Context: an optimization exercise on an open-source flow, tuned for small area, a short achievable clock period and few clock cycles. The choices shown serve that exercise and are no tape-out recipe.
In this exercise RTL edits were held to simulation tests only and were not proved equivalent to the original.
Power figures rest on the tool's default switching activity, not on a simulated workload.

[design/flow/run.sh]
#!/bin/bash
# synth_recipe.tcl (not shown) runs the flow's synth.tcl, then flattens the netlist and writes it again
# the make line also repeats each setting of config.mk as NAME=value (left out here)
make -C /OpenROAD-flow-scripts/flow DESIGN_CONFIG=/design/flow/config.mk WORK_HOME=/design/flow/orfs CLKGATE_MAP_FILE= SYNTH_SCRIPT=/design/flow/synth_recipe.tcl finish
[design/flow/config.mk]
export PLATFORM = sky130hd
export DESIGN_NAME = LCD_CTRL
export DESIGN_NICKNAME = LCD_CTRL
export VERILOG_FILES = /design/flow/design.v
export SDC_FILE = /design/flow/constraint.sdc
export NUM_CORES = 8
export LEC_CHECK = 0
export CAP_MARGIN = 20
export CORE_MARGIN = 2
export CORE_UTILIZATION = 30
export SLEW_MARGIN = 20
[design/flow/constraint.sdc]
create_clock -name core_clock -period 11.0 [get_ports {clk}]
set_input_delay 2.2000 -clock core_clock [delete_from_list [all_inputs] [get_ports {clk}]]
set_output_delay 2.2000 -clock core_clock [all_outputs]
set_load 0.01 [all_outputs]
[design/flow/design.v]
module LCD_CTRL(clk, reset, IROM_Q, cmd, cmd_valid, IROM_EN, IROM_A, IRB_RW, IRB_D, IRB_A, busy, done);
input clk;
input reset;
input [7:0] IROM_Q;
input [2:0] cmd;
input cmd_valid;
output IROM_EN;
output [5:0] IROM_A;
output IRB_RW;
output [7:0] IRB_D;
output [5:0] IRB_A;
output busy;
output done;
reg busy;
reg IROM_EN;
reg IRB_RW;
reg done;
wire [5:0] IROM_A;
wire [5:0] IRB_A;
wire [7:0] IRB_D;
parameter	[1:0]	INIT=2'b00;
parameter	[1:0]	WORK=2'b01;
parameter	[1:0]	WRIT=2'b11;
parameter	[1:0]	DONE=2'b10;
parameter	[2:0]	WRTBK=3'd0;
parameter	[2:0]	OP_UP=3'd1;
parameter	[2:0]	OP_DN=3'd2;
parameter	[2:0]	OP_LF=3'd3;
parameter	[2:0]	OP_RT=3'd4;
parameter	[2:0]	AVRGE=3'd5;
parameter	[2:0]	MRR_X=3'd6;
parameter	[2:0]	MRR_Y=3'd7;
reg [6:0]pcnt;
reg [1:0]cs;
reg [1:0]ns;
always@(posedge clk or posedge reset)begin
	if(reset)	cs<=INIT;
	else		cs<=ns;
end
wire ini_done;
wire wrt_done;
assign ini_done=pcnt[6];	 
assign wrt_done=(pcnt[5:0]==6'd63)?1'b1:1'b0;		 
wire enterws;
assign enterws=(~|cmd)&cmd_valid;
always@(*)begin
	case(cs)
	INIT:	begin	ns=(ini_done)?WORK:INIT;
					busy=1'b1;
					IROM_EN=1'b0;
					IRB_RW=1'b1;
					done=1'b0;
			end
	WORK:	begin	ns=(enterws)?WRIT:WORK;
					busy=1'b0;
					IROM_EN=1'b1;
					IRB_RW=1'b1;
					done=1'b0;
			end
	WRIT:	begin	ns=(wrt_done)?DONE:WRIT;
					busy=1'b1;
					IROM_EN=1'b1;
					IRB_RW=1'b0;
					done=1'b0;
			end
	default:	begin	ns=DONE;
					busy=1'b0;
					IROM_EN=1'b1;
					IRB_RW=1'b1;
					done=1'b1;
			end
	endcase
end
wire cntzero;
wire workstate;
assign workstate=(~cs[1])&cs[0];
assign cntzero=workstate;
wire [6:0]pcnt1;
add1_7	a1(pcnt,pcnt1);
always@(posedge clk or posedge reset)begin
	if(reset)		begin pcnt<=0;			end
	else if(cntzero)	begin pcnt<=0;			end
	else 			begin pcnt<=pcnt1;		end
end
reg [2:0] 	opX,opY;
wire [2:0]	opXa1,opXs1,opYa1,opYs1;
add1_3	a2(opX,opXa1);
add1_3	a3(opY,opYa1);
sub1_3	a4(opX,opXs1);
sub1_3	a5(opY,opYs1);
wire op_valid;
assign op_valid=(~cs[1])&cs[0]&cmd_valid;
always@(posedge clk or posedge reset)begin
	if(reset)begin
		opX<=3'd4;
		opY<=3'd4;
		end
	else if(op_valid)begin
			case(cmd)
			OP_DN:	opY<=(&opY)?	opY:opYa1;
			OP_UP:	opY<=(opY==3'd1)?	opY:opYs1;
			OP_RT:	opX<=(&opX)?	opX:opXa1;
			OP_LF:	opX<=(opX==3'd1)?	opX:opXs1;
			default:	begin	opX<=opX;	opY<=opY;	end
			endcase
		end
end
reg  [7:0] img [0:63];
wire [5:0]pos1,pos2,pos3,pos4;
assign pos1={opY,opX}-6'd9;		 
assign pos2={opY,opX}-6'd8;		 
assign pos3={opY,opX}-6'd1;		 
assign pos4={opY,opX};
wire [9:0]sum;
assign sum=img[pos1]+img[pos2]+img[pos3]+img[pos4];
wire [6:0]pcnts1;
assign pcnts1=pcnt-7'd1;
always@(posedge clk)begin
	case(cs)
	INIT:	begin
			if(pcnt>7'd0 && pcnt<7'd65) begin img[pcnts1[5:0]]<=IROM_Q; end
			end
	WORK:	if (cmd_valid)begin
				case(cmd)
				MRR_X:	begin
				img[pos1]<=img[pos3];
				img[pos2]<=img[pos4];
				img[pos3]<=img[pos1];
				img[pos4]<=img[pos2];
				end
				MRR_Y:	begin
				img[pos1]<=img[pos2];
				img[pos2]<=img[pos1];
				img[pos3]<=img[pos4];
				img[pos4]<=img[pos3];
				end
				AVRGE:	begin
				img[pos1]<=sum[9:2];
				img[pos2]<=sum[9:2];
				img[pos3]<=sum[9:2];
				img[pos4]<=sum[9:2];
				end
				default:;
				endcase
			end
	default:	;
	endcase
end
assign IROM_A=pcnt[5:0];
assign IRB_A=pcnt[5:0];
assign IRB_D=img[pcnt[5:0]];
endmodule
module add1_7(A,S);
input [6:0]A;
output [6:0]S;
wire [6:0]C;
assign C[0]=1'b1;
assign C[1]=A[0];
assign C[2]=C[1]&A[1];
assign C[3]=C[2]&A[2];
assign C[4]=C[3]&A[3];
assign C[5]=C[4]&A[4];
assign C[6]=C[5]&A[5];
assign S=A^C;
endmodule
module add1_3(A,S);
input [2:0]A;
output [2:0]S;
wire [2:0]C;
assign C[0]=1'b1;
assign C[1]=A[0];
assign C[2]=C[1]&A[1];
assign S=A^C;
endmodule
module sub1_3(A,S);
input [2:0]A;
output [2:0]S;
wire [2:0]C;
assign C[0]=0;
assign C[1]=A[0];
assign C[2]=C[1]|A[1];
assign S=~(A^C);
endmodule
==> run summary <==
Nets=5254; Die Ht=around 410 um; CP required=11.46 ns; Die Area=171000 um^2; Synth Instances=5350; post-layout minimum cycle time=9.44 ns; clk buf depth=3; setup TNS=0 ns; Clk pwr share=49.8%; Pre-antenna DRT Iters=14; Synth Area in Compound Gates=27.8%; adder-cell area share of the yosys netlist=1.31%; clk_skew=0.0446 ns; core area=~170000 um^2; Critical Path Slowest Stage Cell=dfrtp_4; register area=15800 um^2; hold_buf cts=0; first-pass GRT wire length=482000 um; Placement Cell Area=about 54000 um^2; crit path from=opX[1]$_DFFE_PP0P_; critical path, cell by cell=clkinv_1, ha_4, xor2_4, buf_12, mux2_2, a22oi_1, a21oi_1, nor4_1, nor2_1, fa_1, inv_1, fa_1, inv_1, ha_1, nand4b_1, a21boi_0, or3_1, mux2i_4, buf_4, nor3_4, buf_4, mux2i_1, a221o_1; proportion of layout cells with a drive suffix above 1=15.7%; WL/cell=approximately 49 um; Max rail drop VDD=0.000102 V; actual slew at the worst max-slew pin=1.33 ns; clock sink total=~530; routability congestion estimate=1.14; period utilisation layout=~86%; # rows=150; Startpoint Class=flip-flop; DR iter-0 viols=13700; Top Family by Delay on Critical Path=simple AND/OR/NAND/NOR gates; max-cap violation count=0; pre-CTS WS=2.07 ns; combinational family with the most area after synthesis=compound AO/OA/AOI/OAI gates; Skew-Pair Late Insertion Delay=0.73 ns; fmax=0.106 GHz; Yosys top cell area share=30.6%; Worst Setup Path Type=flip-flop to flip-flop; Synth area leaders=edfxtp_1 31%, mux4_2 10%, mux2i_1 6.5%, a22oi_1 4.9%, nand2_1 4.9%; status=complete, no violations; post_cts resized=0; dpl hpwl=257000 um; switching pwr=1.25 mW; met1 global-route usage=49.8%; hold_ws=0.658 ns; # IOs=38; total track usage=41.8%; Synth top cells by count=652 x nand2_1, 567 x nor2_1, 512 x edfxtp_1; via count=59100; grt ovf=0; launch point of the worst reg-to-reg path=opX[1]$_DFFE_PP0P_; Final Setup Violations=0; ys flop type=edfxtp_1; setup slack after layout=1.56 ns; met2 global-route usage=56.4%; number of H-tree levels=3; sw frac=25.3%; most used routing layer=met2; syn_nets=5407; vias in the first global route=51200; post-route cell area=56100 um^2; max incr delay on CP=about 0.83 ns; final wirelength=370000 um; DR vias/cell=7.86; Hold Startpoint=cs[0]$_DFF_PP0_; sequential share of the synthesized area=between 30% and 40%; Synth Area in XOR/XNOR=0.411%; CP Max Fanout=50; P_leak=19.2 nW; fin util=33.6%; area delta synth->final=11.5%; mux cell area share after synthesis=18.2%; Yosys reg bits=527; drc violations=0; CTS Root Cell=clkbuf_16; Die X=413 um; Initial Util=30.1%; CTS tree=done; number of flops mapped to enable cells by yosys=512; count of cell types in the netlist=approximately 110; RSZ-0062 raised after global routing=false; Int Pwr=3.67 mW; Hold Path Class=flip-flop to flip-flop; Post-DRT Antenna Nets=0; post-CTS setup buffer count=0; Hold Vio Cnt, Final=0; CP Buf/Inv Count=6; Final Slew Violations=0; clock buffer count from CTS=68; count leader, synth=nand2_1; global routing met3 resource utilization=21.0%; PwrDens=87.7 nW/um^2; Rel. slew slack=10.8%; initial antenna violation count=49; Multi-input gate area=32200 um^2; sequential share of power=44.8%; synthesized area=roughly 50000 um^2; area leader, netlist=edfxtp_1; asr flop ratio synth=2.85%; Mapped Avg Cell Area=9.40 um^2; critical path arrival=about 10 ns; I/O Buffers=37; Post-Synth Simple-Gate Area=15.1%; final-layout fill cell count=17000; combinational share of power=under 10%; number of synthesis warnings=1; clk slew on worst S/H paths=0.06 ns; Critical Path Sink Type=flip-flop; largest net degree at the start of global routing=between 100 and 150
==> cell usage in the layout, fill, tap and decap left out, drive strengths merged, types with 19 or more instances in the layout <==
| master | instances |
|---|---|
| o211ai | 97 |
| mux4 | 232 |
| edfxtp | 512 |
| o221ai | 120 |
| a2bb2oi | 28 |
| o21ai | 214 |
| nor3b | 23 |
| nand3b | 41 |
| a22o | 24 |
| o22a | 87 |
| nand2b | 28 |
| a21oi | 255 |
| nor2b | 29 |
| a221oi | 156 |
| a222oi | 28 |
| a21o | 20 |
| a22oi | 331 |
| mux2 | 59 |
| clkdlybuf4s50 | 37 |
| nor3 | 76 |
| clkinv | 28 |
| a221o | 93 |
| diode | 75 |
| a211oi | 34 |
| nand2 | 652 |
| o22ai | 166 |
| clkbuf | 75 |
| ha | 27 |
| inv | 56 |
| a32oi | 30 |
| nor4 | 19 |
| nand3 | 155 |
| mux2i | 326 |
| nand4 | 21 |
| buf | 241 |
| a31oi | 72 |
| nor2 | 567 |
| and2 | 21 |
==> power groups by stage <==
stage	Combinational (mW)	Clock (mW)	Sequential [mW]
detailed placement	0.244	0	2.25
CTS	0.244	2.41	2.21
global route	0.268	2.48	2.21
global placement	0.239	0	2.25
floorplan	0.150	0	2.25
finish	0.262	2.45	2.21
==> layer usage <==
metal	share of wire (%)	wire length [um]
met5	0.11	397
met4	10	37600
met3	17	61600
met2	38	142000
met1	35	129000
==> final cells by class <==
class	instances	area share (%)
clock inverter	47	0.913
sequential	527	28.1
clock buffer	75	3.12
multi-input combinational	4271	57.5
antenna	75	0.335
inverter	51	0.344
timing repair buffer	278	4.79
tap	2204	4.92
==> kinds of logic (layout without fill, tap and decap cells) <==
family / after synthesis / after routing
AO/OA/AOI/OAI: 1889 / 1889
XOR/XNOR: 21 / 21
adder cells (fa/ha/maj): 43 / 43
buffers and inverters: 552 / 451
flip-flops: 527 / 527
multiplexers: 617 / 617
other: 0 / 75
AND/OR/NAND/NOR: 1701 / 1701
==> metrics by stage <==
| stage | std cells | total power [mW] |
|---|---|---|
| finish | 7528 | 4.92 |
| global route | 7464 | 4.95 |
| CTS | 7449 | 4.86 |
| detailed placement | 7327 | 2.49 |
| global placement | 7324 | 2.49 |
| floorplan | 5350 | 2.40 |
==> path summary, 6_finish.rpt <==
| kind | slack, ns | cells past startpoint | endpoint |
|---|---|---|---|
| max reg2reg | 1.56 | 23 | img[18][2]$_DFFE_PP_ |
| min reg2reg | 0.66 | 1 | cs[1]$_DFF_PP0_ |
| min in group asynchronous | 1.92 | 2 | opY[0]$_DFFE_PP0P_ |
| max in group asynchronous | 8.49 | 2 | opX[1]$_DFFE_PP0P_ |
| max | 1.56 | 23 | img[18][2]$_DFFE_PP_ |
| min | 0.66 | 1 | cs[1]$_DFF_PP0_ |
==> state kept, by name, summed over array words and instances, names as in the netlist <==
register  count
cs            2
opY           3
img         512
pcnt          7
opX           3
Testbench counts, summed over its fixed seeds: cycles 11,296.

## afterwards: timing with drivers on the ports
The results above use ideal ports. As a check the final layout listed here was re-extracted and re-timed, cells and wires unchanged. Step 1 assumes that a clkbuf_16 drives the clock port and a buf_2 every other input. Step 2, shift: input delay + t, output delay - t, t = (earliest + latest rising clock arrival at the registers) / 2. This alone moves slack from input paths to output paths. Slacks: no drivers / after step 1 / after step 2; pairs: no drivers / after step 1.
t, ns: 0.797
slack for setup (ns): 1.565 / 1.565 / 1.565
worst slew at a driven data input, ns: 0.07
pins driven straight from the clock port: 1
After both steps this run still meets setup and hold. For this run, drivers alone change the setup slack by 0.000 ns; drivers and shift together by 0.000 ns.
